Source: an optimization exercise on an open RTL-to-GDS flow (aim: small area, a short achievable clock period and few clock cycles per item). Production flows keep margins and buffers that such runs may drop.
Where RTL was checked, it was by simulation tests only, not by an equivalence proof against the original.
Power and IR drop assume default switching activity.

Design Neuron, start of the top module:
module Neuron (
 input clk,
 input GlobalReset,             
 input Input_Valid,             
 input [11:0] Bias,             
 output Idle,
 input [335:0] Row_Wgt,         
 input [27:0] Row_Pix,          
 output Row_Ready,              
 output [18:0] NeuronOutput,
 output OutputReady);
reg busy;
reg take_r;
reg first_r;
reg [5:0] cyc;       
reg o_OutputReady;
wire start = Input_Valid & ~busy;
wire take = start | take_r;
assign Idle = ~busy;
assign Row_Ready = take;
assign OutputReady = o_OutputReady;
always @(posedge clk or negedge GlobalReset) begin
  if (!GlobalReset) begin
    busy <= 1'b0;
    take_r <= 1'b0;
    first_r <= 1'b0;
    cyc <= 6'd0;
    o_OutputReady <= 1'b0;
  end else begin
    first_r <= start;
    if (start) begin
      busy <= 1'b1;
      take_r <= 1'b1;
      cyc <= 6'd1;
      o_OutputReady <= 1'b0;
    end else if (busy) begin
      cyc <= cyc + 6'd1;
      if (cyc == 6'd27)
        take_r <= 1'b0;
      if (cyc == 6'd28) begin
        busy <= 1'b0;
        o_OutputReady <= 1'b1;
      end
    end
  end
end
reg [11:0] bias_r;
always @(posedge clk)
  if (start)
    bias_r <= Bias;
wire [11:0] pp [0:27];
genvar g;
generate
for (g = 0; g < 28; g = g + 1) begin : PP
  assign pp[g] = ~(Row_Wgt[12*g +: 12] & {12{Row_Pix[g]}});
end
endgenerate
wire s0l0_fs0;
wire s0l0_fc0;
wire s0l0_fs1;
wire s0l0_fc1;
wire s0l0_fs2;
wire s0l0_fc2;
wire s0l0_fs3;
wire s0l0_fc3;
wire s0l0_fs4;
wire s0l0_fc4;
wire s0l0_fs5;
wire s0l0_fc5;
wire s0l0_fs6;
wire s0l0_fc6;
wire s0l0_fs7;
wire s0l0_fc7;
wire s0l0_fs8;
wire s0l0_fc8;
wire s0l0_fs9;
wire s0l0_fc9;
wire s0l0_fs10;
wire s0l0_fc10;
wire s0l0_fs11;
wire s0l0_fc11;
wire s0l0_fs12;
wire s0l0_fc12;
wire s0l0_fs13;
wire s0l0_fc13;
wire s0l0_fs14;
wire s0l0_fc14;
wire s0l0_fs15;
wire s0l0_fc15;
wire s0l0_fs16;
wire s0l0_fc16;
wire s0l0_fs17;
wire s0l0_fc17;
wire s0l0_fs18;
wire s0l0_fc18;
wire s0l0_fs19;
wire s0l0_fc19;
wire s0l0_fs20;
wire s0l0_fc20;
  ...
For scale: roughly 1200 cells after synthesis, about 400 I/O pins.
Settings: LEC_CHECK=0, CAP_MARGIN=20, CORE_MARGIN=2, CORE_UTILIZATION=40, PLACE_DENSITY=0.6, SLEW_MARGIN=20, SYNTH_HIERARCHICAL=1, SYNTH_MINIMUM_KEEP_SIZE=0; clock period 4.0 ns.
standard.sh (not shown) runs the stock make flow with config.mk's settings and CLKGATE_MAP_FILE= SYNTH_SCRIPT=/design/flow/synth_recipe.tcl, a recipe that flattens the netlist after the stock synthesis.
==> flow/flow/run.sh <==
#!/bin/bash
# The standard layout (the standard.sh: standard synthesis, then ORFS to
# finish), with the ports buffered by sky130_fd_sc_hd__buf_1 cells instead of
# the delay buffers buffer_ports picks by default. Make's output goes to
# flow.log; each ORFS step keeps its own log under orfs/logs/.
set -euo pipefail
bash standard.sh "BUFFER_PORTS_ARGS=-buffer_cell sky130_fd_sc_hd__buf_1" finish > flow.log 2>&1
Edit:
==> flow/run.sh (new file) <==
#!/bin/bash
# synth_recipe.tcl (not shown) runs the flow's synth.tcl, then flattens the netlist and writes it again
# the make line also repeats each setting of config.mk as NAME=value (left out here)
make -C /OpenROAD-flow-scripts/flow DESIGN_CONFIG=/design/flow/config.mk WORK_HOME=/design/flow/orfs CLKGATE_MAP_FILE= SYNTH_SCRIPT=/design/flow/synth_recipe.tcl finish
removed: flow/flow/run.sh
removed: flow/standard.sh
Outcome: Flip-flop and latch count stays the same; worst setup slack got worse by 0.28 ns; sequential share of layout area decreases by 2.4 points; critical path depth stays the same; sequential power stays flat; first-iteration DRC count fell by 37%; wire length climbs by 5.3%; power went up by 5.4%; core utilization climbs by 8.0 points; cell count went up by 0.39%; register-to-register slack gets better by 0.09 ns.
Function was not checked in any run of this note: the RTL went through the layout flow alone.

========
build 49:
Neuron, a different RTL version from the one above (not shown whole).
Size in the first run: about 0.014 sq mm of cells after synthesis.
## Neuron
module Neuron (
 input clk,
 input GlobalReset,             
 input Input_Valid,             
 input [11:0] Bias,             
 output Idle,
 input [335:0] Row_Wgt,         
 input [27:0] Row_Pix,          
 output Row_Ready,              
 output [18:0] NeuronOutput,
 output OutputReady);
reg busy;
reg idle_r;
reg take_r;
reg [5:0] cyc;       
reg o_OutputReady;
wire start = Input_Valid & idle_r;
wire take = start | take_r;
assign Idle = idle_r;
assign Row_Ready = take;
assign OutputReady = o_OutputReady;
reg [1:0] vld_r;    
always @(posedge clk or negedge GlobalReset) begin
  if (!GlobalReset) begin
    busy <= 1'b0;
    idle_r <= 1'b0;
    take_r <= 1'b0;
    cyc <= 6'd0;
    o_OutputReady <= 1'b0;
    vld_r <= 0;
  end else begin
    vld_r <= {vld_r[0:0], take};
    if (start) begin
      busy <= 1'b1;
      idle_r <= 1'b0;
      take_r <= 1'b1;
      cyc <= 6'd1;
      o_OutputReady <= 1'b0;
    end else if (busy) begin
      cyc <= cyc + 6'd1;
      if (cyc == 6'd27)
        take_r <= 1'b0;
      if (cyc == 6'd30) begin
        busy <= 1'b0;
        idle_r <= 1'b1;
        o_OutputReady <= 1'b1;
      end
    end else
      idle_r <= 1'b1;
  end
end
  ...
clock: 4.0 ns
lec_check: 0
abc_area: 1
cap_margin: 20
core_margin: 2
core_utilization: 55
cts_buf_list: sky130_fd_sc_hd__clkbuf_8
cts_cluster_diameter: 60
cts_cluster_size: 16
place_density: 0.75
setup_slack_margin: 1.6
slew_margin: 20
synth_hierarchical: 1
synth_minimum_keep_size: 0
==> flow/flow/run.sh <==
#!/bin/bash
# The standard layout (the standard.sh: standard synthesis, then ORFS to
# finish), with the ports buffered by sky130_fd_sc_hd__buf_1 cells instead of
# the delay buffers buffer_ports picks by default. Make's output goes to
# flow.log; each ORFS step keeps its own log under orfs/logs/.
set -euo pipefail
bash standard.sh "BUFFER_PORTS_ARGS=-buffer_cell sky130_fd_sc_hd__buf_1" finish > flow.log 2>&1
Build 49 completed every stage of the flow, and the final layout passed the timing, DRC and antenna checks.
Testbench counts of build 49, summed over its fixed seeds: cycles 5,960, items 192.
Setup changes, build 49 to build 14
Settings: SLEW_MARGIN: 20 -> 5; CAP_MARGIN: 20 -> 5; ABC_AREA: 1 -> unset.
### Flow results
Proportion of power drawn by combinational gates: build 14 lower than build 49
Compared with build 49, synthesized cell count in build 14 decreased by a little under 10%.
Relative to build 49, sequential group share of total power has increased by 0.4 points in build 14.
Between build 49 and build 14, design area is higher for build 49, build 14 comes in under that.
Delta(cell area reported after detailed placement, build 14 - build 49) < 0
Core utilization, build 49 and build 14, lower one = build 14.
Where placeable core region is concerned, build 49 is outperformed by build 14.
Combinational power of build 14 exceeds that of build 49 slightly.
--- input diff build 14..build 89 ---
Settings: CAP_MARGIN changed from 5 to 20; SLEW_MARGIN changed from 5 to 20; CTS_CLUSTER_SIZE changed from 16 to 24; CTS_CLUSTER_DIAMETER changed from 60 to 50.
[summary]
Diff build 14 -> build 89: worst IR drop on VDD now sits lower; aggregate global-route resource usage now sits at about the same level. Final cycle utilization of the critical path across build 89 and build 14: no real change. Changes observed in build 89 relative to build 14: maximum number of pins on one net before global-route repair flat, iteration count of the initial detailed-routing pass down 1, highest cell delay on the worst timing path up 0.02 ns, via count up 0.91%, violation count after the first detailed-routing iteration up 41. [build 89] required time of the critical path rose 0.03 ns relative to build 14. Comparing build 14 with build 89, the non-clock buffer count came out essentially unchanged.
## Diff of input files: build 31 against build 89
Settings: HOLD_SLACK_MARGIN newly set to 0; CTS_CLUSTER_DIAMETER changed from 50 to 60; CTS_CLUSTER_SIZE changed from 24 to 16; TNS_END_PERCENT newly set to 100.
Results
Final worst clock skew for build 31 is lower than for build 89.
As far as buffering overhead is concerned, build 31 and build 89 perform about the same.
Build 89 → build 31: post-route worst hold slack rose by 0.022 ns; worst setup slack stayed essentially flat; data arrival time of the worst path fell by 0.03 ns.
For build 31, the capture point of the worst path was p0_6_6, unlike build 89, where it was p0_3_7.
Going from build 89 to build 31, starting DRC count in detailed routing shrank by a few percent.
Relative to build 89, build 31 degrades worst slew margin relative to its limit.

## separate check: timing with driven ports
No port has a modelled driver above. Below, the same layouts with a new extraction and two added sets of constraints. Step 1 assumes that a clkbuf_16 drives the clock port and a buf_2 every other input. Step 2, shift: input delay + t, output delay - t, t = (earliest + latest rising clock arrival at the registers) / 2. This alone moves slack from input paths to output paths. Slacks: ideal ports / drivers / drivers and shift; pairs: ideal ports / drivers.
| run | t, ns | setup WS [ns] | hold slack, ns | latest minus earliest clock arrival (ns) | worst register clock-pin slew, ns |
|---|---|---|---|---|---|
| the first run of note 1 | 0.457 | 0.492 / 0.449 / 0.169 | 0.334 / 0.313 / 0.481 | 0.011 / 0.011 | 0.06 / 0.06 |
| the second run of note 1 | 0.453 | 0.212 / 0.171 / -0.136 | 0.493 / 0.493 / 0.493 | 0.008 / 0.007 | 0.06 / 0.06 |
| build 49 | 0.555 | 1.581 / 1.585 / 1.044 | 0.253 / 0.233 / 0.414 | 0.028 / 0.028 | 0.10 / 0.10 |
| build 14 | 0.536 | 1.590 / 1.605 / 1.069 | 0.251 / 0.238 / 0.410 | 0.022 / 0.022 | 0.10 / 0.10 |
| build 89 | 0.559 | 1.591 / 1.612 / 1.053 | 0.229 / 0.210 / 0.419 | 0.026 / 0.026 | 0.11 / 0.11 |
| build 31 | 0.536 | 1.590 / 1.605 / 1.069 | 0.251 / 0.238 / 0.410 | 0.022 / 0.022 | 0.10 / 0.10 |
With both steps, setup timing fails in the second run of note 1, where it was met with ideal ports. For build 89, which loses most, drivers alone change the setup slack by +0.021 ns; drivers and shift together by -0.538 ns.
